This is an optimization exercise on Yosys and OpenROAD, whose aim is small area, not a production implementation. RTL that was checked went through simulation tests only; none was proved equivalent to the original. Function not checked in run 6: the RTL went through the layout flow alone. The clock port is modelled as an ideal driver; clocking choices that lean on that would not hold on a real chip. Power is estimated from default activity; no workload was simulated.

`flow/design.v`:
```
`timescale 1ns / 1ps
module ButtonController(
    input  i_clk,
    input  i_reset,
    input  i_button,
    output o_click       
    );
    localparam [18:0] TERM = 19'b1011100111001011110;
    reg        r_level;
    reg [18:0] r_cnt;
    wire w_differ = i_button ^ r_level;
    wire w_term   = (r_cnt == TERM);
    wire w_step   = w_differ & ~w_term;
    wire w_fb     = r_cnt[18] ^ r_cnt[5];
    assign o_click = w_term & r_level & ~i_button;
    always @(posedge i_clk or posedge i_reset) begin
        if (i_reset) begin
            r_level <= 1'b0;
            r_cnt   <= 19'd0;
        end else begin
            if (w_term) r_level <= i_button;
            r_cnt <= w_step ? {~r_cnt[17:0], w_fb} : 19'd0;
        end
    end
endmodule
`timescale 1ns / 1ps
module clock_divider(
    input  i_clk,
    input  i_reset,
    output [2:0] o_zone
    );
    localparam [14:0] SEG_START = 15'b010100110101010;
    reg [14:0] r_seg;
    reg [2:0]  r_zone;
    assign o_zone = r_zone;
    wire w_end30000 = ((r_seg & 15'b111011111111111) == 15'b101010100111010);
    wire w_end20000 = ((r_seg & 15'b101111111110111) == 15'b101111000100000);
    wire w_end19900 = ((r_seg & 15'b111111101100111) == 15'b110011101000010);
    wire w_end100   = ((r_seg & 15'b010001000000010) == 15'b000001000000000);
    wire w_z01 = ~r_zone[1];                
    wire w_z2  =  r_zone[1] & ~r_zone[2];   
    wire w_z3  =  r_zone[2] &  r_zone[0];   
    wire w_z4  =  r_zone[2] & ~r_zone[0];   
    wire w_end = (w_z01 & w_end30000) | (w_z2 & w_end20000) |
                 (w_z3 & w_end19900) | (w_z4 & w_end100);
    wire w_fb = r_seg[14] ^ r_seg[0];
    always @(posedge i_clk or posedge i_reset) begin
        if (i_reset) begin
            r_seg  <= 15'd0;
            r_zone <= 3'b000;
        end else begin
            r_seg <= w_end ? SEG_START : {~r_seg[13:0], w_fb};
            if (w_end) r_zone <= {r_zone[1] & r_zone[0], r_zone[0], ~r_zone[2]};
        end
    end
endmodule
`timescale 1ns / 1ps
`timescale 1ns / 1ps
module Comparator(
    input [2:0] i_zone,
    output o_light_1, o_light_2, o_light_3, o_light_4
    );
    assign o_light_1 = ~i_zone[1] & ~i_zone[0];    
    assign o_light_2 = ~i_zone[1];                 
    assign o_light_3 = ~i_zone[2];                 
    assign o_light_4 = ~(i_zone[2] & ~i_zone[0]);  
endmodule
`timescale 1ns / 1ps
module FSM_LED_UpDown(
    input i_clk,
    input i_reset,
    input  [2:0] i_click,        
    output [2:0] o_lightState    
    );
    reg       r_act0, r_act1;
    reg [2:0] r_s;
    assign o_lightState = r_s;
    wire w_none = ~r_act1 & ~r_act0;
    wire w_up   = ~r_act1 &  r_act0;
    wire w_down =  r_act1 & ~r_act0;
    always @(posedge i_clk or posedge i_reset) begin
        if (i_reset) begin
            r_act0 <= 1'b0;
            r_act1 <= 1'b0;
            r_s    <= 3'b000;
        end else begin
            r_act0 <= i_click[0] | i_click[1];
            r_act1 <= i_click[0] | (~i_click[1] & i_click[2]);
            r_s[0] <= (w_none & r_s[0]) | (w_up & ~r_s[2])           | (w_down & r_s[1]);
            r_s[1] <= (w_none & r_s[1]) | (w_up & (r_s[1] | r_s[0])) | (w_down & r_s[2]);
            r_s[2] <= (w_none & r_s[2]) | (w_up & r_s[1])            | (w_down & r_s[2] & ~r_s[0]);
        end
    end
endmodule
`timescale 1ns / 1ps
module Mux(
    input [4:0] i_x,
    input [2:0] i_select,
    output o_y
    );
    wire s1 = ~i_select[1] &  i_select[0];    
    wire s2 = ~i_select[2] &  i_select[1];    
    wire s3 =  i_select[2] &  i_select[0];    
    wire s4 =  i_select[2] & ~i_select[0];    
    assign o_y = (s1 & i_x[0]) | (s2 & i_x[1]) | (s3 & i_x[2]) | (s4 & i_x[3]);
endmodule
`timescale 1ns / 1ps
module TOP_UPdown(
    input i_clk,
    input i_reset,
    input [2:0] i_button,
    output o_LED_UP_down
    );
    wire [2:0] w_click;
    wire [2:0] w_zone;
    wire [4:0] w_light;
    wire [2:0] w_lightState;
    clock_divider clock_divide (
    .i_clk(i_clk),
    .i_reset(i_reset),
    .o_zone(w_zone)
    );
    Comparator Compare(
    .i_zone(w_zone),
    .o_light_1(w_light[0]),
    .o_light_2(w_light[1]),
    .o_light_3(w_light[2]),
    .o_light_4(w_light[3])
    );
    assign w_light[4] = 1'b0;
    ButtonController ButtonController0 (
    .i_clk(i_clk),
    .i_reset(i_reset),
    .i_button(i_button[0]),
    .o_click(w_click[0])
    );
    ButtonController ButtonController1 (
    .i_clk(i_clk),
    .i_reset(i_reset),
    .i_button(i_button[1]),
    .o_click(w_click[1])
    );
    ButtonController ButtonController2 (
    .i_clk(i_clk),
    .i_reset(i_reset),
    .i_button(i_button[2]),
    .o_click(w_click[2])
    );
    FSM_LED_UpDown FSM_LED_UpDown0(
    .i_clk(i_clk),
    .i_reset(i_reset),
    .i_click(w_click),
    .o_lightState(w_lightState)
    );
    Mux Mux(
    .i_x(w_light),
    .i_select(w_lightState),
    .o_y(o_LED_UP_down)
    );
endmodule
```
`flow/run.sh`:
```
#!/bin/bash
# synth_recipe.tcl (not shown) runs the flow's synth.tcl, then flattens the netlist and writes it again
# the make line also repeats each setting of config.mk as NAME=value (left out here)
make -C /OpenROAD-flow-scripts/flow DESIGN_CONFIG=/design/flow/config.mk WORK_HOME=/design/flow/orfs CLKGATE_MAP_FILE= SYNTH_SCRIPT=/design/flow/synth_recipe.tcl finish
```
`flow/config.mk`:
```
export PLATFORM = sky130hd
export DESIGN_NAME = TOP_UPdown
export DESIGN_NICKNAME = TOP_UPdown
export VERILOG_FILES = /design/flow/design.v
export SDC_FILE = /design/flow/constraint.sdc
export NUM_CORES = 4
export LEC_CHECK = 0
export CAP_MARGIN = 20
export CORE_MARGIN = 2
export CORE_UTILIZATION = 40
export CTS_BUF_LIST = sky130_fd_sc_hd__clkbuf_4 sky130_fd_sc_hd__clkbuf_8
export SLEW_MARGIN = 20
```
`flow/constraint.sdc`:
```
create_clock -name core_clock -period 10.0 [get_ports {i_clk}]
set_input_delay 2.0000 -clock core_clock [delete_from_list [all_inputs] [get_ports {i_clk}]]
set_output_delay 2.0000 -clock core_clock [all_outputs]
set_load 0.01 [all_outputs]
```
==> metrics.yaml, run 1 <==
sta:
  drv_slew: 0
  tightest_slew_ns: 0.689
  skew_ns: 0.00864
  fmax_mhz: 261
  relSlewSlack_pct: 53.7
  rsz0062_at_grt: "false"
  tns_ns: 0
  finalCritPeriodShare_pct: 38.3
  fin_crit_ns: 3.83
  setup_viol: 0
  hold_viol: 0
global_routing:
  grt_pass1_wl_mm: 8.29
  overflow: 0
  grt_max_degree: 84
  antenna_found_initial: 0
  grt_util_all_layers_pct: 13.1
  grt_pass1_vias: 1779
detailed_routing:
  via_count: 1696
  top_layer_used: "met4"
  wl_met1_mm: 2.25
  wl_met3_um: 83
  finalWirelength_mm: 4.59
  drc: 0
  firstDrtPassIters: 5
  vias_per_cell: 4.74
  drtAntennaViolNets: 0
  wl_per_cell_um: 12.8
  dr_wl_met2_mm: 2.12
  drt-initial-drc-count: 50
critical_path:
  start_kind: "register"
  critPathCaptureType: "output port"
  worstSetupPathType: "register to output port"
  worstPathArrival_ns: 1.83
  r2r.worst_path.cells: 5
  rrSetupSlack_ns: 8.21
  path_max_fanout: 6
  rr_startpoint: "clock_divide.r_seg[6]"
  cp-endpoint: "o_LED_UP_down"
  startpoint: "clock_divide.r_zone[0]"
  rr_endpoint: "clock_divide.r_zone[1]"
  cp.required_ns: 8.00
yosys:
  synthCells: 240
  ys_seq_area_share_pct: 69.5
  ys_top_cells_by_count: "dfrtp_1, nor2_1, nand2_1"
  yosys_warnings: 3
  synth.area.top_cells: "dfrtp_1, nor2_1, xnor2_1, nand2_1, nand4bb_4"
  yosysTopAreaCell: "dfrtp_1"
  synth.most_common_cell: "dfrtp_1"
  synth_flop_cell: "dfrtp_1"
  syn_area_per_cell_um2: 12.4
  ys_seq_elements: 83
  async_reset_ff_share_pct: 100
  synth-edff-count: 0
  ys_types: 33
  synth_area_um2: 2990
  yosysTopAreaCellShare_pct: 69.5
clocking:
  cts_resized: 0
  max-clock-path-buffers: 2
  post_cts_buffers: 0
  clk_pin_slew_worst_paths_ns: 0.07
  insertion_delay_ns: 0.35
  root_buffer: "clkbuf_8"
  ctsHoldBuffers: 0
  cts.sinks: 83
  cts_tree: "done"
  htree_levels: 3
  cts_made_buffers: 9
floorplanning:
  num_rows: 31
  core_um2: 7250
  dieArea_um2: 8170
  start_util_pct: 41.2
  fp.dieW_um: 90.4
  io_pins: 6
  die_h_um: 90.4
pwr:
  p_seq_share_pct: 58.3
  p_sw_uw: 155
  ir_drop_v: 0.0000643
  p_sw_share_pct: 23.3
  pwr-share-clk_pct: 35.7
  p_per_area_nw_per_um2: 198
  leakagePower_uw: 0.00150
  p_int_uw: 509
  power_frac_comb_pct: 6.0
final_layout:
  fin_area_um2: 3360
  syn2layout_area_growth_pct: 12.4
  post-route-util_pct: 46.3
  drive_gt1_share_pct: 11.6
  final_nets: 259
  diodes: 0
flow_run:
  cap_viol_max_count: 0
placement:
  gp_congestion: 0.746
  io_buffers: 5
  post_dp_cell_area_um2: 3160
  dpl.hpwl_mm: 2.98
outcome:
  status: "timing/DRC/antenna clean"
min_path:
  hp-class: "register to register"
## final cells by class
cell class                      count  area, um2
Inverter                            5       20.0
Sequential cell                    83       2080
Clock inverter                      4       51.3
Fill cell                         690       3890
Clock buffer                       12        146
Timing Repair Buffer                6       61.3
Multi-Input combinational cell    149        878
Tap cell                           99        124
## cell usage in the layout, fill, tap and decap left out, types with 3 or more instances in the layout
cell type | Yosys | routed
nand4_1 | 6 | 6
mux2_2 | 3 | 3
clkbuf_4 | 0 | 3
inv_1 | 5 | 4
xnor2_1 | 7 | 7
nand2_1 | 15 | 15
a21oi_1 | 3 | 3
o21ai_0 | 6 | 6
nor4bb_1 | 5 | 5
nor2_1 | 74 | 74
nand2b_1 | 4 | 4
clkbuf_8 | 0 | 9
nand4bb_1 | 3 | 3
clkdlybuf4s50_1 | 0 | 5
dfrtp_1 | 83 | 83
## worst max-delay path: stages, from the launching register on
cell and delay [ns]:
dfrtp_1 0.43, nor3b_1 0.21, a21oi_1 0.06, o21ai_0 0.22
clkdlybuf4s50_1 0.58
## power by group through the flow
stage | registers (uW) | clock network, uW | logic, uW
finish | 387 | 237 | 39.8
CTS | 388 | 245 | 41.3
detailed placement | 394 | 0 | 41.4
floorplan | 388 | 0 | 32.3
global placement | 394 | 0 | 39.7
global route | 392 | 262 | 46.9
## sequential cells by signal, summed over array words and instances, names as in the netlist
signal	flops
ButtonController0.r_cnt	19
ButtonController1.r_cnt	19
ButtonController2.r_cnt	19
clock_divide.r_seg	15
FSM_LED_UpDown0.r_s	3
clock_divide.r_zone	3
ButtonController0.r_level	1
ButtonController1.r_level	1
ButtonController2.r_level	1
FSM_LED_UpDown0.r_act0	1
FSM_LED_UpDown0.r_act1	1
## per-stage QoR
stage	power [uW]	instances	worst slack (ns)	hold WS [ns]
floorplan	420	240	5.86	0.394
global placement	434	342	6.27	0.402
detailed placement	435	342	6.26	0.410
CTS	674	358	6.16	0.419
global route	701	358	6.05	0.432
finish	664	358	6.17	0.415
## how the worst min path moves through the flow
stage               slack [ns]                        start  cells past startpoint                          end
floorplan                 0.39  ButtonController1.r_cnt[13]                      1  ButtonController1.r_cnt[14]
global placement          0.40  ButtonController1.r_cnt[15]                      1  ButtonController1.r_cnt[16]
detailed placement        0.41  ButtonController1.r_cnt[14]                      1  ButtonController1.r_cnt[15]
CTS                       0.42   ButtonController1.r_cnt[6]                      1   ButtonController1.r_cnt[7]
global route              0.43   ButtonController1.r_cnt[6]                      1   ButtonController1.r_cnt[7]
finish                    0.42  ButtonController2.r_cnt[11]                      1  ButtonController2.r_cnt[12]
## logic make-up (layout without fill, tap and decap cells)
group,Yosys count,in the layout,share of synthesized area (%)
compound gates,15,15,3.64
xor+xnor,7,7,2.05
buf+inv,8,27,1.05
flops,83,83,69.5
mux,6,6,2.30
simple gates,121,121,21.4
## layer usage
metal / global-route usage (%) / up-vias
met5: 0 / -
met3: 2.84 / 11
met1: 17.5 / 841
met2: 19.0 / 13
met4: 9.10 / 0
li1: - / 831
==> inputs of run 2 (changes only) <==
--- a/flow/config.mk
+++ b/flow/config.mk
@@ -8,5 +8,4 @@
 export CAP_MARGIN = 20
 export CORE_MARGIN = 2
 export CORE_UTILIZATION = 40
-export CTS_BUF_LIST = sky130_fd_sc_hd__clkbuf_4 sky130_fd_sc_hd__clkbuf_8
 export SLEW_MARGIN = 20
==> metrics.yaml, run 2 <==
outcome:
  status: "timing/DRC/antenna clean"
sta:
  fmax_mhz: 259  # -0.54%
  relSlewSlack_pct: 53.1  # -0.56 points
  setup_viol: 0  # unchanged
  drv_slew: 0  # unchanged
  tns_ns: 0  # unchanged
  fin_crit_ns: 3.85  # +0.0208 ns
  hold_viol: 0  # unchanged
  rsz0062_at_grt: "false"
  finalCritPeriodShare_pct: 38.5  # +0.21 points
  tightest_slew_ns: 0.703  # +0.0134 ns
  setup_ws_ns: 6.15  # -0.0208 ns
  skew_ns: 0.00637  # -0.00227 ns
yosys:
  synth.most_common_cell: "dfrtp_1"
  ys_types: 33  # unchanged
  yosys_warnings: 3  # unchanged
  synthCells: 240  # unchanged
  yosysTopAreaCellShare_pct: 69.5  # unchanged
  async_reset_ff_share_pct: 100  # unchanged
  ys_seq_elements: 83  # unchanged
  synth_flop_cell: "dfrtp_1"
  syn_area_per_cell_um2: 12.4  # unchanged
  ys_top_cells_by_count: "dfrtp_1, nor2_1, nand2_1"
  ys_seq_area_share_pct: 69.5  # unchanged
  synth.area.top_cells: "dfrtp_1, nor2_1, xnor2_1, nand2_1, nand4bb_4"
  yosysTopAreaCell: "dfrtp_1"
  synth-edff-count: 0  # unchanged
  synth_area_um2: 2990  # unchanged
clocking:
  insertion_delay_ns: 0.34  # about the same
  clk_pin_slew_worst_paths_ns: 0.08  # about the same
  post_cts_buffers: 0  # unchanged
  htree_levels: 3  # unchanged
  max-clock-path-buffers: 2  # unchanged
  cts.sinks: 83  # unchanged
  cts_made_buffers: 9  # unchanged
  cts_resized: 0  # unchanged
  cts_tree: "done"
  ctsHoldBuffers: 0  # unchanged
  root_buffer: "clkbuf_8"
flow_run:
  cap_viol_max_count: 0  # unchanged
critical_path:
  critPathCaptureType: "output port"
  rr_endpoint: "clock_divide.r_zone[1]"
  worstSetupPathType: "register to output port"
  cp-endpoint: "o_LED_UP_down"
  rr_startpoint: "clock_divide.r_seg[6]"
  r2r.worst_path.cells: 5  # unchanged
  start_kind: "register"
  rrSetupSlack_ns: 8.21  # about the same
  startpoint: "clock_divide.r_zone[0]"
  worstPathArrival_ns: 1.85  # +0.02 ns
  path_max_fanout: 6  # unchanged
  cp.required_ns: 8.00  # about the same
global_routing:
  grt_max_degree: 84  # unchanged
  grt_pass1_wl_mm: 8.24  # -0.66%
  grt_pass1_vias: 1772  # -0.39%
  antenna_found_initial: 0  # unchanged
  overflow: 0  # unchanged
  grt_util_all_layers_pct: 13.0  # -0.075 points
detailed_routing:
  drt-initial-drc-count: 58  # +16%
  drc: 0  # unchanged
  finalWirelength_mm: 4.57  # -0.59%
  firstDrtPassIters: 4  # -1
  vias_per_cell: 4.72  # -0.29%
  via_count: 1691  # -0.29%
  wl_per_cell_um: 12.8  # -0.59%
  drtAntennaViolNets: 0  # unchanged
final_layout:
  final_nets: 259  # unchanged
  final_cells: 358  # unchanged
  drive_gt1_share_pct: 10.4  # -1.2 points
  post-route-util_pct: 46.1  # -0.16 points
  top_regs: "ButtonController0.r_cnt: 19 flops, ButtonController1.r_cnt: 19 flops, ButtonController2.r_cnt: 19 flops"
  diodes: 0  # unchanged
  final_common_cell: "dfrtp_1"
  syn2layout_area_growth_pct: 12.1
  fin_area_um2: 3350  # -0.34%
  final_cell_mix: "dfrtp_1, nor2_1, nand2_1, clkbuf_8, xnor2_1"
pwr:
  p_per_area_nw_per_um2: 196  # -1.0%
  ir_drop_v: 0.0000643  # about the same
  leakagePower_uw: 0.00149  # -0.68%
floorplanning:
  num_rows: 31  # unchanged
  dieArea_um2: 8170  # unchanged
  die_h_um: 90.4  # unchanged
  fp.dieW_um: 90.4  # unchanged
  core_um2: 7250  # unchanged
  start_util_pct: 41.2  # unchanged
  io_pins: 6  # unchanged
placement:
  place_ws_ns: 6.26  # unchanged
  post_dp_cell_area_um2: 3160  # unchanged
  io_buffers: 5  # unchanged
  gp_congestion: 0.746  # unchanged
  dpl.hpwl_mm: 2.98  # unchanged
  dp.cells: 342  # unchanged
min_path:
  min_from: "ButtonController2.r_cnt[11]"
  hp-class: "register to register"
==> run 2: area by class of cell <==
cell class	instances	area (um2)
timing repair buffer	6	61.3
clock buffer	12	135
inverter	5	20.0
fill	687	3910
multi-input combinational	149	878
clock inverter	4	51.3
sequential	83	2080
tap	99	124
==> run 2: power breakdown <==
| part | switching, uW | internal (uW) | total [uW] | leakage [uW] |
|---|---|---|---|---|
| registers | 18.9 | 368 | 387 | 0.00104 |
| logic | 22.7 | 17.0 | 39.7 | 0.000360 |
| clock network | 112 | 116 | 228 | 0.0000906 |
| total | 154 | 501 | 655 | 0.00149 |
==> run 2: through the flow <==
| stage | hold WS, ns | power (uW) |
|---|---|---|
| 2_1_floorplan | 0.394 | 420 |
| 3_3_place_gp | 0.402 | 434 |
| 3_5_place_dp | 0.410 | 435 |
| 4_1_cts | 0.418 | 665 |
| 5_1_grt | 0.432 | 691 |
| 6_report | 0.415 | 655 |
==> run 2: worst min-delay path by stage <==
stage	slack, ns	to	cells after the start
floorplan	0.39	ButtonController1.r_cnt[14]	1
global placement	0.40	ButtonController1.r_cnt[16]	1
detailed placement	0.41	ButtonController1.r_cnt[15]	1
CTS	0.42	ButtonController1.r_cnt[7]	1
global route	0.43	ButtonController1.r_cnt[7]	1
finish	0.42	ButtonController2.r_cnt[12]	1
==> run 2: layer usage <==
| layer | share of wire (%) | global-route usage (%) | up-vias | wire length (um) |
|---|---|---|---|---|
| met1 | 49 | 17.3 | 838 | 2260 |
| met4 | 2.9 | 8.72 | 0 | 132 |
| met3 | 1.7 | 2.84 | 8 | 78 |
| met2 | 46 | 19.2 | 13 | 2100 |
| met5 | 0 | 0 | - | 0 |
| li1 | - | - | 832 | - |
==> run 2: cell families after synthesis <==
| family | share of synthesized area (%) |
|---|---|
| flip-flops | 69.5 |
| AND/OR/NAND/NOR | 21.4 |
| XOR/XNOR | 2.05 |
| AO/OA/AOI/OAI | 3.64 |
| buffers and inverters | 1.05 |
| multiplexers | 2.30 |
==> run 2: worst max-delay path, cell delays in order (launching register included) <==
cell and delay [ns]:
dfrtp_1 0.43, nor3b_1 0.21, a21oi_1 0.06, o21ai_0 0.23, clkdlybuf4s50_1 0.59
==> inputs of run 3 (changes only) <==
--- a/flow/config.mk
+++ b/flow/config.mk
@@ -8,4 +8,7 @@
 export CAP_MARGIN = 20
 export CORE_MARGIN = 2
 export CORE_UTILIZATION = 40
+export CTS_BUF_LIST = sky130_fd_sc_hd__clkbuf_8
+export CTS_CLUSTER_DIAMETER = 500
+export CTS_CLUSTER_SIZE = 100
 export SLEW_MARGIN = 20
==> metrics.yaml, run 3 <==
final_layout:
  final_nets: 259  # unchanged
  post-route-util_pct: 46.1  # unchanged
  final_common_cell: "dfrtp_1"
  drive_gt1_share_pct: 10.4  # unchanged
  final_cell_mix: "dfrtp_1, nor2_1, nand2_1, clkbuf_8"
  top_regs: "ButtonController0.r_cnt: 19 flops, ButtonController1.r_cnt: 19 flops, ButtonController2.r_cnt: 19 flops"
  diodes: 0  # unchanged
  syn2layout_area_growth_pct: 12.1  # unchanged
yosys:
  yosysTopAreaCellShare_pct: 69.5  # unchanged
  ys_types: 33  # unchanged
  ys_top_cells_by_count: "dfrtp_1, nor2_1, nand2_1"
  ys_seq_area_share_pct: 69.5  # unchanged
  ys_seq_elements: 83  # unchanged
  synthCells: 240  # unchanged
  synth.area.top_cells: "dfrtp_1, nor2_1, xnor2_1, nand2_1, nand4bb_4"
  syn_area_per_cell_um2: 12.4  # unchanged
  synth_xor_xnor_area_share_pct: 2.05  # unchanged
  yosys_warnings: 3  # unchanged
  muxShareOfSynthArea_pct: 2.30  # unchanged
  synth-edff-count: 0  # unchanged
  async_reset_ff_share_pct: 100  # unchanged
  synth_fa_ha_area_share_pct: 0  # unchanged
  synthSimpleGateAreaFrac_pct: 21.4  # unchanged
  synth.most_common_cell: "dfrtp_1"
  synth_area_um2: 2990  # unchanged
  synth_flop_cell: "dfrtp_1"
  yosysTopAreaCell: "dfrtp_1"
  synth-compound-area-share_pct: 3.64  # unchanged
  synth_top_family_by_area: "simple AND/OR/NAND/NOR gates"
clocking:
  insertion_delay_ns: 0.34  # about the same
  cts_tree: "done"
  root_buffer: "clkbuf_8"
  post_cts_buffers: 0  # unchanged
  max-clock-path-buffers: 2  # unchanged
  ctsHoldBuffers: 0  # unchanged
  cts_made_buffers: 9  # unchanged
  htree_levels: 3  # unchanged
  cts.sinks: 83  # unchanged
  clk_pin_slew_worst_paths_ns: 0.08  # about the same
  cts_resized: 0  # unchanged
detailed_routing:
  finalWirelength_mm: 4.57  # unchanged
  wl_per_cell_um: 12.8  # unchanged
  firstDrtPassIters: 4  # unchanged
  drtAntennaViolNets: 0  # unchanged
  drc: 0  # unchanged
  via_count: 1687  # -0.24%
  vias_per_cell: 4.71  # -0.24%
  drt-initial-drc-count: 58  # unchanged
floorplanning:
  fp.dieW_um: 90.4  # unchanged
  start_util_pct: 41.2  # unchanged
  dieArea_um2: 8170  # unchanged
  die_h_um: 90.4  # unchanged
  io_pins: 6  # unchanged
  core_um2: 7250  # unchanged
  num_rows: 31  # unchanged
sta:
  setup_ws_ns: 6.15  # +0.000210 ns
  finalCritPeriodShare_pct: 38.5  # about the same
  hold_viol: 0  # unchanged
  relSlewSlack_pct: 53.1  # about the same
  tns_ns: 0  # unchanged
  tightest_slew_ns: 0.703  # -0.00000465 ns
  setup_viol: 0  # unchanged
  drv_slew: 0  # unchanged
  skew_ns: 0.00666  # +0.000289 ns
  fmax_mhz: 259  # about the same
  rsz0062_at_grt: "false"
  fin_crit_ns: 3.85  # -0.000210 ns
global_routing:
  grt_util_all_layers_pct: 13.0  # unchanged
  grt_pass1_wl_mm: 8.24  # unchanged
  overflow: 0  # unchanged
  grt_pass1_vias: 1772  # unchanged
  antenna_found_initial: 0  # unchanged
  grt_max_degree: 84  # unchanged
critical_path:
  slowest_stage: "clkdlybuf4s50_1"
  critPathCaptureType: "output port"
  start_kind: "register"
  path_cells: "nor3b_1 -> a21oi_1 -> o21ai_0 -> clkdlybuf4s50_1"
  cpPeakStageDelay_ns: 0.59  # about the same
  path_max_fanout: 6  # unchanged
  worstSetupPathType: "register to output port"
  worstPathArrival_ns: 1.85  # about the same
  cp.required_ns: 8.00  # about the same
flow_run:
  cap_viol_max_count: 0  # unchanged
pwr:
  ir_drop_v: 0.0000643  # about the same
  power_uw: 652  # -0.44%
  leakagePower_uw: 0.00150  # +0.84%
  p_per_area_nw_per_um2: 195  # -0.44%
placement:
  dpl.hpwl_mm: 2.98  # unchanged
  gp_congestion: 0.746  # unchanged
  io_buffers: 5  # unchanged
  place_ws_ns: 6.26  # unchanged
outcome:
  status: "timing/DRC/antenna clean"
min_path:
  hp-class: "register to register"
-- run 3: metrics by stage --
step                cell area (um2)  hold WS [ns]  cells
floorplan                      2990         0.394    240
global placement               3160         0.402    342
detailed placement             3160         0.410    342
CTS                            3340         0.418    358
global route                   3350         0.432    358
finish                         3350         0.415    358
-- run 3: critical path, delay by kind of cell (launching register included) --
| family | cells | cell delay, ns |
|---|---|---|
| AO/OA/AOI/OAI | 2 | 0.29 |
| AND/OR/NAND/NOR | 1 | 0.21 |
| flip-flops | 1 | 0.43 |
| buffers and inverters | 1 | 0.59 |
-- run 3: kinds of logic after synthesis --
group | count (synthesis)
xor+xnor | 7
simple gates | 121
compound gates | 15
mux | 6
flops | 83
buf+inv | 8
-- run 3: routing by layer --
| layer | vias up | share of wire (%) | GRT usage [%] |
|---|---|---|---|
| met5 | - | 0 | 0 |
| met4 | 0 | 2.9 | 8.72 |
| met3 | 8 | 1.7 | 2.84 |
| met2 | 13 | 46 | 19.2 |
| met1 | 834 | 50 | 17.3 |
| li1 | 832 | - | - |
-- run 3: where the power goes --
part | switching [uW] | total [uW] | internal, uW
logic | 22.8 | 39.7 | 17.0
registers | 18.8 | 387 | 368
clock network | 112 | 225 | 113
total | 154 | 652 | 498
-- run 3: final timing paths --
kind / from / end / slack (ns) / depth (start not counted)
max: clock_divide.r_zone[0] / o_LED_UP_down / 6.15 / 4
min: ButtonController2.r_cnt[11] / ButtonController2.r_cnt[12] / 0.42 / 1
max reg2reg: clock_divide.r_seg[6] / clock_divide.r_zone[1] / 8.21 / 5
min reg2reg: ButtonController2.r_cnt[11] / ButtonController2.r_cnt[12] / 0.42 / 1
max in group asynchronous: i_reset / ButtonController1.r_cnt[2] / 7.36 / 3
min in group asynchronous: i_reset / clock_divide.r_zone[2] / 2.16 / 3
-- run 3: cell type report --
type,instances,area [um2]
fillers,687,3910
flip-flops and latches,83,2080
multi-input cells,149,878
clock buffers,9,124
well taps,99,124
clock inverters,7,62.6
repair buffers,6,61.3
inverters,5,20.0
==> inputs of run 4 (changes only) <==
==> flow/flow/run.sh (new file) <==
#!/bin/bash
set -euo pipefail
W=$(pwd)
export REMOVE_ABC_BUFFERS=1
export POST_FLOORPLAN_TCL="$W/flow/downsize.tcl"
export BUFFER_PORTS_ARGS="-buffer_cell sky130_fd_sc_hd__buf_1"
export CTS_ARGS="-sink_clustering_enable -repair_clock_nets -dont_use_dummy_load -buf_list sky130_fd_sc_hd__clkbuf_4"
export POST_CTS_TCL="$W/flow/clocktree.tcl"
bash standard.sh > "$W/flow_make.log" 2>&1
==> flow/flow/clocktree.tcl (new file) <==
estimate_parasitics -placement
set n 0
foreach inst [[ord::get_db_block] getInsts] {
  if { [[$inst getMaster] getName] ne "sky130_fd_sc_hd__clkbuf_4" } {
    continue
  }
  set worst 0
  foreach it [[[$inst findITerm X] getNet] getITerms] {
    if { [$it isOutputSignal] || [[$it getMTerm] getName] ne "CLK" } {
      continue
    }
    set pin [get_pins [[$it getInst] getName]/[[$it getMTerm] getName]]
    set slew [get_property $pin slew_max]
    if { $slew > $worst } {
      set worst $slew
    }
  }
  if { $worst > 0.115 } {
    puts "clock buffer [$inst getName]: sink slew $worst, using clkbuf_8"
    replace_cell [$inst getName] sky130_fd_sc_hd__clkbuf_8
    incr n
  }
}
puts "upsized $n clock buffers"
if { $n > 0 } {
  detailed_placement
  check_placement -verbose
  estimate_parasitics -placement
}
==> flow/flow/downsize.tcl (new file) <==
# Put every combinational cell back to its smallest drive strength
# (flip-flops, clock cells, ties and physical cells are left as they are).
set db [ord::get_db]
set n 0
foreach inst [[ord::get_db_block] getInsts] {
  set master [[$inst getMaster] getName]
  if { ![regexp {^sky130_fd_sc_hd__([a-z0-9]+)_([0-9]+)$} $master -> base size] } {
    continue
  }
  if { $size <= 1 || [regexp {^(s?e?df|dl|clk|tap|fill|decap|conb|diode|lpflow|probe)} $base] } {
    continue
  }
  foreach s {1 0} {
    set cand "sky130_fd_sc_hd__${base}_$s"
    if { $cand ne $master && [$db findMaster $cand] ne "NULL" } {
      puts "downsize [$inst getName] $master -> $cand"
      replace_cell [$inst getName] $cand
      incr n
      break
    }
  }
}
puts "downsized $n cells"
==> flow/standard.sh (new file) <==
#!/bin/bash
# synth_recipe.tcl (not shown) runs the flow's synth.tcl, then flattens the netlist and writes it again
# the make line also repeats each setting of config.mk as NAME=value (left out here)
make -C /OpenROAD-flow-scripts/flow DESIGN_CONFIG=/design/flow/config.mk WORK_HOME=/design/flow/orfs CLKGATE_MAP_FILE= SYNTH_SCRIPT=/design/flow/synth_recipe.tcl "${@:-finish}"
--- a/flow/config.mk
+++ b/flow/config.mk
@@ -8,7 +8,4 @@
 export CAP_MARGIN = 20
 export CORE_MARGIN = 2
 export CORE_UTILIZATION = 40
-export CTS_BUF_LIST = sky130_fd_sc_hd__clkbuf_8
-export CTS_CLUSTER_DIAMETER = 500
-export CTS_CLUSTER_SIZE = 100
 export SLEW_MARGIN = 20
removed: flow/run.sh
==> metrics.yaml, run 4 <==
final_layout:
  drive_gt1_share_pct: 4.37  # -6.1 points
  syn2layout_area_growth_pct: 5.19
  fin_area_um2: 3140  # -6.1%
  final_cells: 351  # -2.0%
  final_common_cell: "dfrtp_1"
  final_nets: 259  # unchanged
  diodes: 0  # unchanged
  ff_latch_area_um2: 2080  # unchanged
  top_regs: "ButtonController0.r_cnt: 19 flops, ButtonController1.r_cnt: 19 flops, ButtonController2.r_cnt: 19 flops"
  n_fill_cell: 687  # unchanged
  multiInputGateArea_um2: 805  # -8.4%
  final_cell_mix: "dfrtp_1, nor2_1, nand2_1, xnor2_1"
  post-route-util_pct: 43.3  # -2.8 points
yosys:
  synth.most_common_cell: "dfrtp_1"
  syn_area_per_cell_um2: 12.4  # unchanged
  yosysTopAreaCellShare_pct: 69.5  # unchanged
  ys_types: 33  # unchanged
  synth-edff-count: 0  # unchanged
  ys_seq_elements: 83  # unchanged
  synth.area.top_cells: "dfrtp_1, nor2_1, xnor2_1, nand2_1, nand4bb_4"
  synth_area_um2: 2990  # unchanged
  yosysTopAreaCell: "dfrtp_1"
  ys_seq_area_share_pct: 69.5  # unchanged
  synthCells: 240  # unchanged
  yosys_warnings: 3  # unchanged
  async_reset_ff_share_pct: 100  # unchanged
  synth_flop_cell: "dfrtp_1"
  ys_top_cells_by_count: "dfrtp_1, nor2_1, nand2_1"
critical_path:
  worstPathArrival_ns: 1.52  # -0.33 ns
  path_max_fanout: 6  # unchanged
  worstSetupPathType: "register to output port"
  cpPeakStageDelay_ns: 0.45  # -0.14 ns
  r2r.worst_path.cells: 5  # unchanged
  rr_startpoint: "clock_divide.r_seg[6]"
  cpLargestDelayFamily: "flip-flops"
  cp-endpoint: "o_LED_UP_down"
  rr_endpoint: "clock_divide.r_zone[1]"
  critPathCaptureType: "output port"
  rrSetupSlack_ns: 7.88  # -0.33 ns
  startpoint: "clock_divide.r_zone[0]"
  path_cells: "nor3b_1 -> a21oi_1 -> o21ai_0 -> buf_1"
  slowest_stage: "dfrtp_1"
  path_depth: 4  # unchanged
  crit_buf_inv: 1  # unchanged
  cp.required_ns: 8.00  # about the same
  start_kind: "register"
floorplanning:
  num_rows: 31  # unchanged
  io_pins: 6  # unchanged
  die_h_um: 90.4  # unchanged
  fp.dieW_um: 90.4  # unchanged
  dieArea_um2: 8170  # unchanged
  core_um2: 7250  # unchanged
  start_util_pct: 41.2  # unchanged
clocking:
  insertion_delay_ns: 0.41  # +0.07 ns
  clk_pin_slew_worst_paths_ns: 0.09  # about the same
  cts.sinks: 83  # unchanged
  cts_tree: "done"
sta:
  finalCritPeriodShare_pct: 35.2  # -3.4 points
  fin_crit_ns: 3.52  # -0.336 ns
  relSlewSlack_pct: 49.1  # -4.1 points
  skew_ns: 0.0316  # +0.0249 ns
  drv_slew: 0  # unchanged
  hold_viol: 0  # unchanged
  tightest_slew_ns: 0.758  # +0.0557 ns
  tns_ns: 0  # unchanged
  rsz0062_at_grt: "false"
  fmax_mhz: 284  # +9.6%
  setup_viol: 0  # unchanged
detailed_routing:
  wl_per_cell_um: 12.6  # -0.98%
  drtAntennaViolNets: 0  # unchanged
  drc: 0  # unchanged
  via_count: 1678  # -0.53%
  finalWirelength_mm: 4.43  # -2.9%
  vias_per_cell: 4.78  # +1.5%
  drt-initial-drc-count: 120  # +110%
  firstDrtPassIters: 4  # unchanged
global_routing:
  grt_util_all_layers_pct: 12.4  # -0.59 points
  grt_max_degree: 84  # unchanged
  grtUsageMet3_pct: 2.59  # -0.25 points
  overflow: 0  # unchanged
  grt.busiest_layer: "met1"
  grt_pass1_vias: 1703  # -3.9%
  gr-usage-met1_pct: 17.8  # +0.47 points
  antenna_found_initial: 0  # unchanged
  grt_pass1_wl_mm: 7.97  # -3.3%
  use_met2_pct: 17.0  # -2.2 points
pwr:
  p_per_area_nw_per_um2: 184  # -5.7%
  ir_drop_v: 0.0000730  # +14%
  leakagePower_uw: 0.00140  # -6.6%
  power_uw: 577  # -11%
placement:
  io_buffers: 5  # unchanged
  dpl.hpwl_mm: 2.99  # +0.35%
  post_dp_cell_area_um2: 3050  # -3.3%
  gp_congestion: 0.700  # -6.1%
  dp.cells: 342  # unchanged
min_path:
  hp-class: "register to register"
flow_run:
  cap_viol_max_count: 0  # unchanged
outcome:
  status: "timing/DRC/antenna clean"
==> run 4: cell families (layout without fill, tap and decap cells) <==
family / Yosys count / count (layout) / synth area share [%]
compound gates: 15 / 15 / 3.64
flops: 83 / 83 / 69.5
xor+xnor: 7 / 7 / 2.05
simple gates: 121 / 121 / 21.4
mux: 6 / 6 / 2.30
buf+inv: 8 / 20 / 1.05
==> run 4: worst min-delay path by stage <==
stage / start / endpoint / slack [ns] / cells after the start
6_report: ButtonController0.r_cnt[1] / ButtonController0.r_cnt[2] / 0.41 / 1
3_5_place_dp: ButtonController0.r_cnt[1] / ButtonController0.r_cnt[2] / 0.40 / 1
5_1_grt: ButtonController1.r_cnt[12] / ButtonController1.r_cnt[13] / 0.42 / 1
2_1_floorplan: ButtonController1.r_cnt[13] / ButtonController1.r_cnt[14] / 0.39 / 1
3_3_place_gp: ButtonController0.r_cnt[1] / ButtonController0.r_cnt[2] / 0.40 / 1
==> run 4: stage by stage <==
stage / hold slack (ns) / worst slack, ns
after floorplan: 0.394 / 5.86
after global placement: 0.397 / 6.66
after detailed placement: 0.403 / 6.66
after global routing: 0.425 / 6.36
final: 0.413 / 6.48
==> run 4: layout make-up <==
class | instances | share of cell area [%]
Sequential cell | 83 | 66.1
Inverter | 5 | 0.637
Clock buffer | 9 | 2.75
Tap cell | 99 | 3.94
Multi-Input combinational cell | 149 | 25.6
Timing Repair Buffer | 6 | 0.956
==> run 4: routing by layer <==
metal	wire (um)	share of wire (%)
met1	2270	51
met2	1930	43
met4	129	2.9
met5	0	0
met3	105	2.4
==> run 4: power by group <==
part           internal, uW  total [uW]  switching [uW]
clock                  54.6         151            96.5
sequential              368         387            18.8
combinational          15.8        38.8            23.0
==> inputs of run 5 (changes only) <==
--- a/flow/design.v
+++ b/flow/design.v
@@ -2,56 +2,56 @@
 module ButtonController(
     input  i_clk,
     input  i_reset,
+    input  i_run,
     input  i_button,
     output o_click       
     );
     localparam [18:0] TERM = 19'b1011100111001011110;
     reg        r_level;
     reg [18:0] r_cnt;
+    wire [18:0] w_cnt = r_cnt & {19{i_run}};
     wire w_differ = i_button ^ r_level;
-    wire w_term   = (r_cnt == TERM);
+    wire w_term   = (w_cnt == TERM);
     wire w_step   = w_differ & ~w_term;
-    wire w_fb     = r_cnt[18] ^ r_cnt[5];
+    wire w_fb     = w_cnt[18] ^ w_cnt[5];
     assign o_click = w_term & r_level & ~i_button;
     always @(posedge i_clk or posedge i_reset) begin
-        if (i_reset) begin
-            r_level <= 1'b0;
-            r_cnt   <= 19'd0;
-        end else begin
-            if (w_term) r_level <= i_button;
-            r_cnt <= w_step ? {~r_cnt[17:0], w_fb} : 19'd0;
-        end
+        if (i_reset)     r_level <= 1'b0;
+        else if (w_term) r_level <= i_button;
+    end
+    always @(posedge i_clk) begin
+        r_cnt <= w_step ? {~w_cnt[17:0], w_fb} : 19'd0;
     end
 endmodule
 `timescale 1ns / 1ps
 module clock_divider(
     input  i_clk,
     input  i_reset,
+    input  i_run,
     output [2:0] o_zone
     );
     localparam [14:0] SEG_START = 15'b010100110101010;
     reg [14:0] r_seg;
     reg [2:0]  r_zone;
     assign o_zone = r_zone;
-    wire w_end30000 = ((r_seg & 15'b111011111111111) == 15'b101010100111010);
-    wire w_end20000 = ((r_seg & 15'b101111111110111) == 15'b101111000100000);
-    wire w_end19900 = ((r_seg & 15'b111111101100111) == 15'b110011101000010);
-    wire w_end100   = ((r_seg & 15'b010001000000010) == 15'b000001000000000);
+    wire [14:0] w_seg = r_seg & {15{i_run}};
+    wire w_end30000 = ((w_seg & 15'b111011111111111) == 15'b101010100111010);
+    wire w_end20000 = ((w_seg & 15'b101111111110111) == 15'b101111000100000);
+    wire w_end19900 = ((w_seg & 15'b111111101100111) == 15'b110011101000010);
+    wire w_end100   = ((w_seg & 15'b010001000000010) == 15'b000001000000000);
     wire w_z01 = ~r_zone[1];                
     wire w_z2  =  r_zone[1] & ~r_zone[2];   
     wire w_z3  =  r_zone[2] &  r_zone[0];   
     wire w_z4  =  r_zone[2] & ~r_zone[0];   
     wire w_end = (w_z01 & w_end30000) | (w_z2 & w_end20000) |
                  (w_z3 & w_end19900) | (w_z4 & w_end100);
-    wire w_fb = r_seg[14] ^ r_seg[0];
+    wire w_fb = w_seg[14] ^ w_seg[0];
     always @(posedge i_clk or posedge i_reset) begin
-        if (i_reset) begin
-            r_seg  <= 15'd0;
-            r_zone <= 3'b000;
-        end else begin
-            r_seg <= w_end ? SEG_START : {~r_seg[13:0], w_fb};
-            if (w_end) r_zone <= {r_zone[1] & r_zone[0], r_zone[0], ~r_zone[2]};
-        end
+        if (i_reset)    r_zone <= 3'b000;
+        else if (w_end) r_zone <= {r_zone[1] & r_zone[0], r_zone[0], ~r_zone[2]};
+    end
+    always @(posedge i_clk) begin
+        r_seg <= w_end ? SEG_START : {~w_seg[13:0], w_fb};
     end
 endmodule
 `timescale 1ns / 1ps
@@ -115,9 +115,15 @@
     wire [2:0] w_zone;
     wire [4:0] w_light;
     wire [2:0] w_lightState;
+    reg r_run;
+    always @(posedge i_clk or posedge i_reset) begin
+        if (i_reset) r_run <= 1'b0;
+        else         r_run <= 1'b1;
+    end
     clock_divider clock_divide (
     .i_clk(i_clk),
     .i_reset(i_reset),
+    .i_run(r_run),
     .o_zone(w_zone)
     );
     Comparator Compare(
@@ -131,18 +137,21 @@
     ButtonController ButtonController0 (
     .i_clk(i_clk),
     .i_reset(i_reset),
+    .i_run(r_run),
     .i_button(i_button[0]),
     .o_click(w_click[0])
     );
     ButtonController ButtonController1 (
     .i_clk(i_clk),
     .i_reset(i_reset),
+    .i_run(r_run),
     .i_button(i_button[1]),
     .o_click(w_click[1])
     );
     ButtonController ButtonController2 (
     .i_clk(i_clk),
     .i_reset(i_reset),
+    .i_run(r_run),
     .i_button(i_button[2]),
     .o_click(w_click[2])
     );
==> metrics.yaml, run 5 <==
detailed_routing:
  vias_per_cell: 5.38  # +13%
  drc: 0  # unchanged
  wl_per_cell_um: 13.2  # +4.3%
  drt-initial-drc-count: 116  # -3.3%
  drtAntennaViolNets: 0  # unchanged
  firstDrtPassIters: 4  # unchanged
  finalWirelength_mm: 4.49  # +1.4%
  via_count: 1835  # +9.4%
sta:
  hold_viol: 0  # unchanged
  fmax_mhz: 292  # +2.8%
  tightest_slew_ns: 0.668  # -0.0908 ns
  relSlewSlack_pct: 55.5  # +6.4 points
  hold_ws_ns: 0.401  # -0.0120 ns
  tns_ns: 0  # unchanged
  finalCritPeriodShare_pct: 34.2  # -0.97 points
  rsz0062_at_grt: "false"
  fin_crit_ns: 3.42  # -0.0974 ns
  skew_ns: 0.0280  # -0.00361 ns
  drv_slew: 0  # unchanged
  setup_viol: 0  # unchanged
final_layout:
  post-route-util_pct: 42.9  # -0.41 points
  top_regs: "ButtonController0.r_cnt: 19 flops, ButtonController1.r_cnt: 19 flops, ButtonController2.r_cnt: 19 flops"
  final_nets: 268  # +3.5%
  final_cell_mix: "dfxtp_1, a21oi_1, nand2_1, dfrtp_1, nand3_1"
  fin_area_um2: 2880  # -8.2%
  diodes: 0  # unchanged
  n_fill_cell: 653  # -4.9%
  syn2layout_area_growth_pct: 4.63
  final_common_cell: "dfxtp_1"
  drive_gt1_share_pct: 4.21  # -0.15 points
yosys:
  yosysTopAreaCell: "dfxtp_1"
  synth_area_um2: 2760  # -7.8%
  synth_xor_xnor_area_share_pct: 2.23  # +0.17 points
  ys_types: 41  # +24%
  ys_top_cells_by_count: "dfxtp_1, a21oi_1, nand2_1"
  synth-compound-area-share_pct: 15.0  # +11 points
  synth.most_common_cell: "dfxtp_1"
  ys_seq_elements: 84  # +1.2%
  synthCells: 259  # +7.9%
  synth_top_family_by_area: "simple AND/OR/NAND/NOR gates"
  synth_flop_cell: "dfxtp_1"
  synth_fa_ha_area_share_pct: 0  # unchanged
  yosysTopAreaCellShare_pct: 52.3  # -17 points
  synth-edff-count: 0  # unchanged
  synthSimpleGateAreaFrac_pct: 15.3  # -6.1 points
  async_reset_ff_share_pct: 14.3  # -86 points
  syn_area_per_cell_um2: 10.6  # -15%
  ys_seq_area_share_pct: 63.2  # -6.3 points
  muxShareOfSynthArea_pct: 1.23  # -1.1 points
  synth.area.top_cells: "dfxtp_1, a21oi_1, dfrtp_1, xor2_1, nand3_1"
  yosys_warnings: 4  # +1
global_routing:
  antenna_found_initial: 0  # unchanged
  use_met2_pct: 18.2  # +1.2 points
  grt_pass1_vias: 1656  # -2.8%
  grt.busiest_layer: "met1"
  overflow: 0  # unchanged
  grt_util_all_layers_pct: 13.3  # +0.91 points
  grt_max_degree: 41  # -51%
  gr-usage-met1_pct: 18.4  # +0.65 points
  grtUsageMet3_pct: 4.27  # +1.7 points
  grt_pass1_wl_mm: 7.77  # -2.5%
floorplanning:
  core_um2: 6720  # -7.4%
  start_util_pct: 41.0  # -0.17 points
  die_h_um: 87.0  # -3.8%
  num_rows: 30  # -3.2%
  io_pins: 6  # unchanged
  dieArea_um2: 7570  # -7.4%
  fp.dieW_um: 87.0  # -3.8%
pwr:
  leakagePower_uw: 0.00114  # -19%
  power_uw: 567  # -1.8%
  ir_drop_v: 0.000111  # +52%
  p_per_area_nw_per_um2: 197  # +7.0%
critical_path:
  worstSetupPathType: "register to output port"
  worstPathArrival_ns: 1.42  # -0.10 ns
  path_max_fanout: 6  # unchanged
  start_kind: "register"
  cp.required_ns: 8.00  # about the same
  critPathCaptureType: "output port"
min_path:
  hp-class: "register to register"
placement:
  io_buffers: 5  # unchanged
  dpl.hpwl_mm: 2.93  # -1.8%
  gp_congestion: 0.830  # +18%
  post_dp_cell_area_um2: 2800  # -8.4%
outcome:
  status: "timing/DRC/antenna clean"
clocking:
  cts.sinks: 84  # +1.2%
  insertion_delay_ns: 0.40  # about the same
  cts_tree: "done"
  clk_pin_slew_worst_paths_ns: 0.09  # about the same
flow_run:
  cap_viol_max_count: 0  # unchanged
-- run 5: cells by family after synthesis --
logic type	count (synthesis)
compound gates	78
xor+xnor	7
buf+inv	18
flops	84
mux	3
other cells	1
simple gates	68
-- run 5: layer usage --
layer | routed length, um | vias up
met2 | 1930 | 38
met1 | 2260 | 850
met3 | 190 | 10
met5 | 0 | -
li1 | - | 937
met4 | 110 | 0
-- run 5: critical path, stage by stage (launching register included) --
cell	delay, ns
dfrtp_1	0.44
nor3b_1	0.21
a21oi_1	0.06
o21ai_0	0.15
buf_1	0.17
-- run 5: power breakdown --
group / switching (uW) / internal [uW]
Combinational: 18.4 / 14.6
Clock: 94.3 / 54.7
Sequential: 19.3 / 365
-- run 5: area by class of cell --
| type | count | area (um2) | share of cell area (%) |
|---|---|---|---|
| Sequential cell | 84 | 1740 | 60.5 |
| Inverter | 5 | 18.8 | 0.651 |
| Multi-Input combinational cell | 157 | 908 | 31.5 |
| Timing Repair Buffer | 6 | 26.3 | 0.911 |
| Clock buffer | 9 | 86.3 | 2.99 |
| Tap cell | 80 | 100 | 3.47 |
-- run 5: metrics by stage --
stage / setup slack (ns) / std cells
global placement: 7.02 / 332
detailed placement: 6.97 / 332
finish: 6.58 / 341
floorplan: 7.08 / 246
global route: 6.42 / 341
-- run 5: path summary, 6_finish.rpt --
kind	cells past startpoint	startpoint	end	slack [ns]
max in group asynchronous	2	i_reset	ButtonController1.r_level	8.07
worst min register to register	1	clock_divide.r_seg[2]	clock_divide.r_seg[3]	0.40
worst min-delay path	1	clock_divide.r_seg[2]	clock_divide.r_seg[3]	0.40
worst max-delay path	4	clock_divide.r_zone[0]	o_LED_UP_down	6.58
worst max register to register	5	r_run	ButtonController0.r_cnt[0]	7.28
min in group asynchronous	2	i_reset	FSM_LED_UpDown0.r_act1	1.59
==> inputs of run 6 (changes only) <==
--- a/flow/design.v
+++ b/flow/design.v
@@ -6,10 +6,11 @@
     input  i_button,
     output o_click       
     );
-    localparam [18:0] TERM = 19'b1011100111001011110;
+    localparam [18:0] START = 19'b0101010101010101010;
+    localparam [18:0] TERM  = 19'b0011000001111011011;
     reg        r_level;
     reg [18:0] r_cnt;
-    wire [18:0] w_cnt = r_cnt & {19{i_run}};
+    wire [18:0] w_cnt = i_run ? r_cnt : START;
     wire w_differ = i_button ^ r_level;
     wire w_term   = (w_cnt == TERM);
     wire w_step   = w_differ & ~w_term;
@@ -20,7 +21,7 @@
         else if (w_term) r_level <= i_button;
     end
     always @(posedge i_clk) begin
-        r_cnt <= w_step ? {~w_cnt[17:0], w_fb} : 19'd0;
+        r_cnt <= w_step ? {~w_cnt[17:0], w_fb} : START;
     end
 endmodule
 `timescale 1ns / 1ps
--- a/flow/flow/run.sh
+++ b/flow/flow/run.sh
@@ -1,6 +1,21 @@
 #!/bin/bash
+# Own layout flow: the standard flow (standard.sh), with these changes to
+# how the layout is built:
+#  - after the standard synthesis, resynth.sh maps the combinational logic
+#    again with ABC for area (flip-flops kept as they are, by name and cell);
+#  - after floorplan, combinational cells left above their smallest drive
+#    strength are put back to it (downsize.tcl); the placement step's
+#    repair_design then buffers or resizes whatever misses a slew or
+#    capacitance limit, as usual;
+#  - the port buffers are the smallest buffer, buf_1;
 set -euo pipefail
 W=$(pwd)
+R=$W/orfs/results/$FLOW_PLATFORM/TOP_UPdown/base
+bash standard.sh synth > "$W/flow_synth.log" 2>&1
+cp "$R/1_2_yosys.v" "$W/standard_synth.v"
+bash flow/resynth.sh "$W/standard_synth.v" "$W/resynth.v" > "$W/flow_resynth.log" 2>&1
+cp "$W/resynth.v" "$R/1_2_yosys.v"
+rm -f "$R/1_synth.odb" "$R/1_synth.sdc"
 export REMOVE_ABC_BUFFERS=1
 export POST_FLOORPLAN_TCL="$W/flow/downsize.tcl"
 export BUFFER_PORTS_ARGS="-buffer_cell sky130_fd_sc_hd__buf_1"
==> flow/flow/resynth.sh (new file) <==
#!/bin/bash
# Re-map the combinational logic of the standard synthesis netlist for area.
# The flip-flops (and tie cells) are kept as they are, as black boxes, so
# every register keeps its instance name and cell; only the gates between
# them are mapped again by ABC. Several ABC scripts are tried and the
# smallest result is kept. usage: resynth.sh NETLIST_IN NETLIST_OUT
set -euo pipefail
IN=$1; OUT=$2
W=$(pwd)/resynth; mkdir -p "$W"
YOSYS=${YOSYS_EXE:-$FLOW_HOME/../tools/install/yosys/bin/yosys}
LIB=$FLOW_HOME/platforms/sky130hd/lib/sky130_fd_sc_hd__tt_025C_1v80.lib
DONT_USE=$(sed -n '/^export DONT_USE_CELLS/,/^$/p' "$FLOW_HOME/platforms/sky130hd/config.mk" | tr -d '\\' | tr ' \t' '\n\n' | grep '^sky130' | sed 's/^/-dont_use /' | tr '\n' ' ')
scripts=(
  "strash; dc2; dch -f; map -a; topo; dnsize"
  "strash; dch -f; map -a; topo; dnsize"
  "strash; ifraig; dc2; dch -f; map -a -B 0; topo; dnsize"
  "strash; dch; map -a; topo; dnsize"
)
best=""; best_area=""
for i in "${!scripts[@]}"; do
  echo "${scripts[$i]}" > "$W/s$i.abc"
  cat > "$W/r$i.ys" <<EOS
read_liberty -ignore_miss_func $LIB
blackbox sky130_fd_sc_hd__df* sky130_fd_sc_hd__conb_1
read_verilog $IN
hierarchy -top $FLOW_TOP
flatten
rename -hide w:_*_.*
opt_clean
abc -liberty $LIB $DONT_USE -script $W/s$i.abc
opt_clean -purge
setattr -mod -unset blackbox
stat -liberty $LIB
write_verilog -noattr -nohex -nodec $W/out$i.v
EOS
  if "$YOSYS" -q -s "$W/r$i.ys" -l "$W/r$i.log" > /dev/null 2>&1; then
    area=$(grep -E "Chip area for module" "$W/r$i.log" | tail -1 | awk '{print $NF}')
    echo "resynth script $i: area $area"
    if [[ -n "$area" ]] && { [[ -z "$best_area" ]] || awk "BEGIN{exit !($area < $best_area)}"; }; then
      best=$i; best_area=$area
    fi
  else
    echo "resynth script $i failed"
  fi
done
[[ -n "$best" ]]
echo "resynth: using script $best, area $best_area"
cp "$W/out$best.v" "$OUT"
==> metrics.yaml, run 6 <==
final_layout:
  final_cells: 378  # +11%
  final_nets: 308  # +15%
  diodes: 0  # unchanged
  drive_gt1_share_pct: 2.99  # -1.2 points
  final_cell_mix: "dfxtp_1, nand2_1, nor2_1, clkinv_1"
  final_common_cell: "dfxtp_1"
  top_regs: "ButtonController0.r_cnt: 19 flops, ButtonController1.r_cnt: 19 flops, ButtonController2.r_cnt: 19 flops"
  syn2layout_area_growth_pct: 7.43
floorplanning:
  die_h_um: 85.1  # -2.2%
  io_pins: 6  # unchanged
  dieArea_um2: 7230  # -4.4%
  num_rows: 29  # -3.3%
  core_um2: 6350  # -5.5%
  fp.dieW_um: 85.1  # -2.2%
  start_util_pct: 41.4  # +0.37 points
flow_run:
  cap_viol_max_count: 0  # unchanged
clocking:
  insertion_delay_ns: 0.41  # about the same
  cts_tree: "done"
  clk_pin_slew_worst_paths_ns: 0.11  # +0.02 ns
  cts.sinks: 84  # unchanged
critical_path:
  crit_path_frequent_cell: "o21ai_0"
  worstSetupPathType: "register to output port"
  cpPeakStageDelay_ns: 0.44  # about the same
  path_cells: "nor3_1 -> o21ai_0 -> o21ai_0 -> buf_1"
  path_max_fanout: 5  # -1
  cp.required_ns: 8.00  # about the same
  r2r.worst_path.cells: 9  # +4
  worstPathArrival_ns: 1.39  # -0.03 ns
  critPathCaptureType: "output port"
  start_kind: "register"
  slowest_stage: "dfrtp_1"
detailed_routing:
  vias_per_cell: 4.79  # -11%
  drc: 0  # unchanged
  via_count: 1811  # -1.3%
  firstDrtPassIters: 5  # +1
  finalWirelength_mm: 4.28  # -4.7%
  drt-initial-drc-count: 67  # -42%
  wl_per_cell_um: 11.3  # -14%
  drtAntennaViolNets: 0  # unchanged
min_path:
  hp-class: "register to register"
  hold-path-cell-count: 1  # unchanged
pwr:
  p_sw_uw: 108  # -18%
  power_frac_comb_pct: 3.1  # -2.7 points
  p_per_area_nw_per_um2: 179  # -9.0%
  p_int_uw: 397  # -8.6%
  p_sw_share_pct: 21.3  # -2.0 points
  ir_drop_v: 0.0000776  # -30%
  leakagePower_uw: 0.00109  # -4.6%
  p_seq_share_pct: 68.8  # +0.9 points
  pwr-share-clk_pct: 28.1  # +1.8 points
global_routing:
  grt_pass1_wl_mm: 7.63  # -1.8%
  grt_max_degree: 16  # -61%
  grt_pass1_vias: 1718  # +3.7%
  antenna_found_initial: 0  # unchanged
  overflow: 0  # unchanged
  grt_util_all_layers_pct: 13.7  # +0.41 points
sta:
  fmax_mhz: 295  # +0.94%
  drv_slew: 0  # unchanged
  tns_ns: 0  # unchanged
  skew_ns: 0.0321  # +0.00419 ns
  fin_crit_ns: 3.39  # -0.0318 ns
  tightest_slew_ns: 0.627  # -0.0408 ns
  setup_viol: 0  # unchanged
  hold_viol: 0  # unchanged
  relSlewSlack_pct: 58.1  # +2.6 points
  rsz0062_at_grt: "false"
  finalCritPeriodShare_pct: 33.9  # -0.32 points
yosys:
  synthCells: 287  # +11%
  syn_area_per_cell_um2: 9.16  # -14%
  yosys_warnings: 4  # unchanged
  synth_area_um2: 2630  # -4.6%
placement:
  dpl.hpwl_mm: 3.15  # +7.4%
  io_buffers: 5  # unchanged
  dp.cells: 369  # +11%
  gp_congestion: 0.753  # -9.2%
outcome:
  status: "timing/DRC/antenna clean"
==> run 6: area by class of cell <==
cell class	count	area [um2]
Inverter	26	97.6
Timing Repair Buffer	5	18.8
Multi-Input combinational cell	177	788
Tap cell	77	96.3
Clock buffer	9	80.1
Sequential cell	84	1740
Fill cell	611	3530
==> run 6: per-stage QoR <==
step                      util, %  instance area (um2)  setup slack (ns)  power [uW]  hold WS, ns
after floorplan                 -                 2630              6.98         366        0.365
after global placement       43.2                 2740              6.44         371        0.370
after detailed placement     43.2                 2740              6.45         371        0.378
after global routing         44.5                 2820              6.44         532        0.391
final                        44.5                 2820              6.61         505        0.366
==> run 6: worst paths after layout <==
path	start	end	slack [ns]
setup reg to reg	r_run	ButtonController1.r_cnt[8]	7.72
max in group asynchronous	i_reset	ButtonController0.r_level	8.24
setup / recovery	FSM_LED_UpDown0.r_s[1]	o_LED_UP_down	6.61
hold reg to reg	ButtonController0.r_cnt[6]	ButtonController0.r_cnt[7]	0.37
hold / removal	ButtonController0.r_cnt[6]	ButtonController0.r_cnt[7]	0.37
min in group asynchronous	i_reset	FSM_LED_UpDown0.r_s[1]	1.49
==> run 6: routing by layer <==
metal | global-route usage, % | part of all wire, %
met1 | 17.9 | 50
met5 | 0 | 0
met3 | 3.79 | 2.8
met2 | 19.9 | 44
met4 | 9.09 | 2.9
==> run 6: power by group through the flow <==
stage | clock, uW | combinational [uW] | sequential, uW
after floorplan | 0 | 12.0 | 354
after global placement | 0 | 16.1 | 355
after detailed placement | 0 | 16.2 | 355
after global routing | 165 | 18.5 | 349
final | 142 | 15.9 | 348
==> run 6: worst max-delay path, delay by kind of cell (launching register included) <==
| kind | cells | cell delay (ns) |
|---|---|---|
| AO/OA/AOI/OAI | 2 | 0.16 |
| buffers and inverters | 1 | 0.17 |
| AND/OR/NAND/NOR | 1 | 0.21 |
| flip-flops | 1 | 0.44 |
==> inputs of run 7 (changes only) <==
--- a/flow/design.v
+++ b/flow/design.v
@@ -31,22 +31,23 @@
     input  i_run,
     output [2:0] o_zone
     );
-    localparam [14:0] SEG_START = 15'b010100110101010;
+    localparam [14:0] SEG_START = 15'b001010010100000;
+    localparam [14:0] SEG_RESET = 15'b111010110101111;
     reg [14:0] r_seg;
     reg [2:0]  r_zone;
     assign o_zone = r_zone;
-    wire [14:0] w_seg = r_seg & {15{i_run}};
-    wire w_end30000 = ((w_seg & 15'b111011111111111) == 15'b101010100111010);
-    wire w_end20000 = ((w_seg & 15'b101111111110111) == 15'b101111000100000);
-    wire w_end19900 = ((w_seg & 15'b111111101100111) == 15'b110011101000010);
-    wire w_end100   = ((w_seg & 15'b010001000000010) == 15'b000001000000000);
+    wire [14:0] w_seg = i_run ? r_seg : SEG_RESET;
+    wire w_end30000 = ((w_seg & 15'b111111110111111) == 15'b000001100001000);
+    wire w_end20000 = ((w_seg & 15'b111000111111111) == 15'b000000011100001);
+    wire w_end19900 = ((w_seg & 15'b001111111111111) == 15'b000000011001000);
+    wire w_end100   = ((w_seg & 15'b010011000010000) == 15'b010000000000000);
     wire w_z01 = ~r_zone[1];                
     wire w_z2  =  r_zone[1] & ~r_zone[2];   
     wire w_z3  =  r_zone[2] &  r_zone[0];   
     wire w_z4  =  r_zone[2] & ~r_zone[0];   
     wire w_end = (w_z01 & w_end30000) | (w_z2 & w_end20000) |
                  (w_z3 & w_end19900) | (w_z4 & w_end100);
-    wire w_fb = w_seg[14] ^ w_seg[0];
+    wire w_fb = ~(w_seg[14] ^ w_seg[7]);
     always @(posedge i_clk or posedge i_reset) begin
         if (i_reset)    r_zone <= 3'b000;
         else if (w_end) r_zone <= {r_zone[1] & r_zone[0], r_zone[0], ~r_zone[2]};
--- a/flow/flow/clocktree.tcl
+++ b/flow/flow/clocktree.tcl
@@ -15,7 +15,7 @@
       set worst $slew
     }
   }
-  if { $worst > 0.115 } {
+  if { $worst > 0.120 } {
     puts "clock buffer [$inst getName]: sink slew $worst, using clkbuf_8"
     replace_cell [$inst getName] sky130_fd_sc_hd__clkbuf_8
     incr n
==> metrics.yaml, run 7 <==
critical_path:
  cp.required_ns: 8.00  # about the same
  rr_startpoint: "r_run"
  startpoint: "clock_divide.r_zone[0]"
  rr_endpoint: "clock_divide.r_seg[2]"
  r2r.worst_path.cells: 10  # +1
  worstSetupPathType: "register to output port"
  worstPathArrival_ns: 1.40  # about the same
  critPathCaptureType: "output port"
  path_max_fanout: 6  # +1
  cp-endpoint: "o_LED_UP_down"
  rrSetupSlack_ns: 7.09  # -0.63 ns
  start_kind: "register"
min_path:
  hp-class: "register to register"
pwr:
  power_frac_comb_pct: 2.4  # -0.7 points
  p_int_uw: 393  # -1.1%
  p_per_area_nw_per_um2: 178  # -0.76%
  p_sw_uw: 105  # -2.5%
  p_seq_share_pct: 68.8  # about the same
  ir_drop_v: 0.0000759  # -2.2%
  pwr-share-clk_pct: 28.7  # +0.6 points
  p_sw_share_pct: 21.1  # -0.24 points
  leakagePower_uw: 0.00104  # -4.0%
  power_uw: 498  # -1.4%
final_layout:
  syn2layout_area_growth_pct: 7.48  # about the same
  diodes: 0  # unchanged
  final_cell_mix: "dfxtp_1, nand2_1, nor2_1, clkinv_1, dfrtp_1"
  drive_gt1_share_pct: 3.09  # +0.10 points
  final_nets: 298  # -3.2%
  top_regs: "ButtonController0.r_cnt: 19 flops, ButtonController1.r_cnt: 19 flops, ButtonController2.r_cnt: 19 flops"
  final_common_cell: "dfxtp_1"
  fin_area_um2: 2810  # -0.62%
global_routing:
  grt_pass1_wl_mm: 7.51  # -1.5%
  grt_pass1_vias: 1758  # +2.3%
  antenna_found_initial: 0  # unchanged
  grt_max_degree: 13  # -3
  overflow: 0  # unchanged
  grt_util_all_layers_pct: 13.3  # -0.46 points
floorplanning:
  fp.dieW_um: 84.8  # -0.32%
  io_pins: 6  # unchanged
  core_um2: 6310  # -0.57%
  dieArea_um2: 7190  # -0.65%
  die_h_um: 84.8  # -0.32%
  num_rows: 29  # unchanged
  start_util_pct: 41.3  # about the same
clocking:
  insertion_delay_ns: 0.41  # about the same
  cts.sinks: 84  # unchanged
  cts_tree: "done"
  clk_pin_slew_worst_paths_ns: 0.11  # about the same
detailed_routing:
  dr_wl_met2_mm: 1.87  # -1.4%
  vias_per_cell: 4.79  # about the same
  drc: 0  # unchanged
  finalWirelength_mm: 4.21  # -1.8%
  drtAntennaViolNets: 0  # unchanged
  drt-initial-drc-count: 96  # +43%
  wl_per_cell_um: 11.4  # +0.89%
  wl_met3_um: 124  # +3.3%
  via_count: 1762  # -2.7%
  wl_met1_mm: 2.12  # -1.2%
  top_layer_used: "met4"
  firstDrtPassIters: 4  # -1
sta:
  skew_ns: 0.0328  # +0.000678 ns
  rsz0062_at_grt: "false"
  drv_slew: 0  # unchanged
  hold_viol: 0  # unchanged
  hold_ws_ns: 0.381  # +0.0145 ns
  tns_ns: 0  # unchanged
  setup_ws_ns: 6.60  # -0.0103 ns
  setup_viol: 0  # unchanged
  fmax_mhz: 294  # -0.30%
  tightest_slew_ns: 0.778  # +0.151 ns
  fin_crit_ns: 3.40  # +0.0103 ns
  finalCritPeriodShare_pct: 34.0  # +0.10 points
  relSlewSlack_pct: 47.3  # -11 points
placement:
  dpl.hpwl_mm: 3.02  # -4.2%
  place_ws_ns: 6.41  # -0.0445 ns
  io_buffers: 5  # unchanged
  gp_congestion: 0.835  # +11%
  post_dp_cell_area_um2: 2730  # -0.64%
yosys:
  synth_area_um2: 2610  # -0.67%
  synthCells: 277  # -3.5%
  yosys_warnings: 4  # unchanged
  syn_area_per_cell_um2: 9.42  # +2.9%
flow_run:
  cap_viol_max_count: 0  # unchanged
outcome:
  status: "timing/DRC/antenna clean"
-- run 7: metrics by stage --
stage	utilization (%)	cells
floorplan	-	277
global placement	43.2	359
detailed placement	43.2	359
global route	44.4	368
finish	44.4	368
-- run 7: area by class of cell --
| type | instances | area, um2 |
|---|---|---|
| flip-flops and latches | 84 | 1740 |
| fillers | 613 | 3510 |
| clock buffers | 9 | 80.1 |
| multi-input cells | 170 | 782 |
| inverters | 23 | 86.3 |
| repair buffers | 5 | 18.8 |
| well taps | 77 | 96.3 |
-- run 7: per-layer routing --
layer / track usage [%] / up-vias
met5: 0 / -
met4: 8.66 / 0
met2: 20.6 / 31
met1: 16.8 / 796
met3: 2.75 / 8
li1: - / 927
-- run 7: critical path: stages (launching register included) --
cell and delay (ns):
dfrtp_1 0.46, nor3_1 0.19, a21oi_1 0.06, o22ai_1 0.11
buf_1 0.17
-- run 7: power groups by stage --
stage,Clock (uW),Combinational (uW),Sequential (uW)
6_report,143,12.1,343
3_3_place_gp,0,12.1,351
5_1_grt,164,14.1,344
2_1_floorplan,0,8.74,349
3_5_place_dp,0,12.3,351
-- run 7: worst min path at each step --
| stage | from | end | cells past startpoint |
|---|---|---|---|
| 6_report | ButtonController1.r_cnt[12] | ButtonController1.r_cnt[13] | 1 |
| 3_3_place_gp | ButtonController2.r_cnt[4] | ButtonController2.r_cnt[5] | 1 |
| 3_5_place_dp | ButtonController1.r_cnt[16] | ButtonController1.r_cnt[17] | 1 |
| 2_1_floorplan | ButtonController0.r_cnt[2] | ButtonController0.r_cnt[3] | 1 |
| 5_1_grt | ButtonController1.r_cnt[12] | ButtonController1.r_cnt[13] | 1 |

[port drivers added, routing unchanged]
The results above use ideal ports. As a check the final layouts listed here were re-extracted and re-timed, cells and wires unchanged. Step 1: set_driving_cell puts a clkbuf_16 on i_clk and a buf_2 on each other input, an assumption about the parent block. Step 2 also shifts input and output timing later by t, the mid clock arrival at the registers, as if the neighbouring blocks saw the same clock. a / b / c = ideal / step 1 / step 2; a / b = the first two.
run	shift t [ns]	setup slack, ns	worst slew at a driven data input, ns
run 1	0.370	6.166 / 6.137 / 6.269	0.03
run 2	0.371	6.146 / 6.116 / 6.269	0.03
run 3	0.371	6.146 / 6.116 / 6.270	0.03
run 4	0.426	6.482 / 6.455 / 6.664	0.03
run 5	0.415	6.580 / 6.555 / 6.938	0.04
run 6	0.421	6.612 / 6.583 / 6.478	0.03
run 7	0.418	6.601 / 6.576 / 6.372	0.03
After both steps every run listed still meets setup and hold. The setup slack of run 7, which loses most, moves by -0.025 ns with the drivers and by -0.229 ns with both steps.
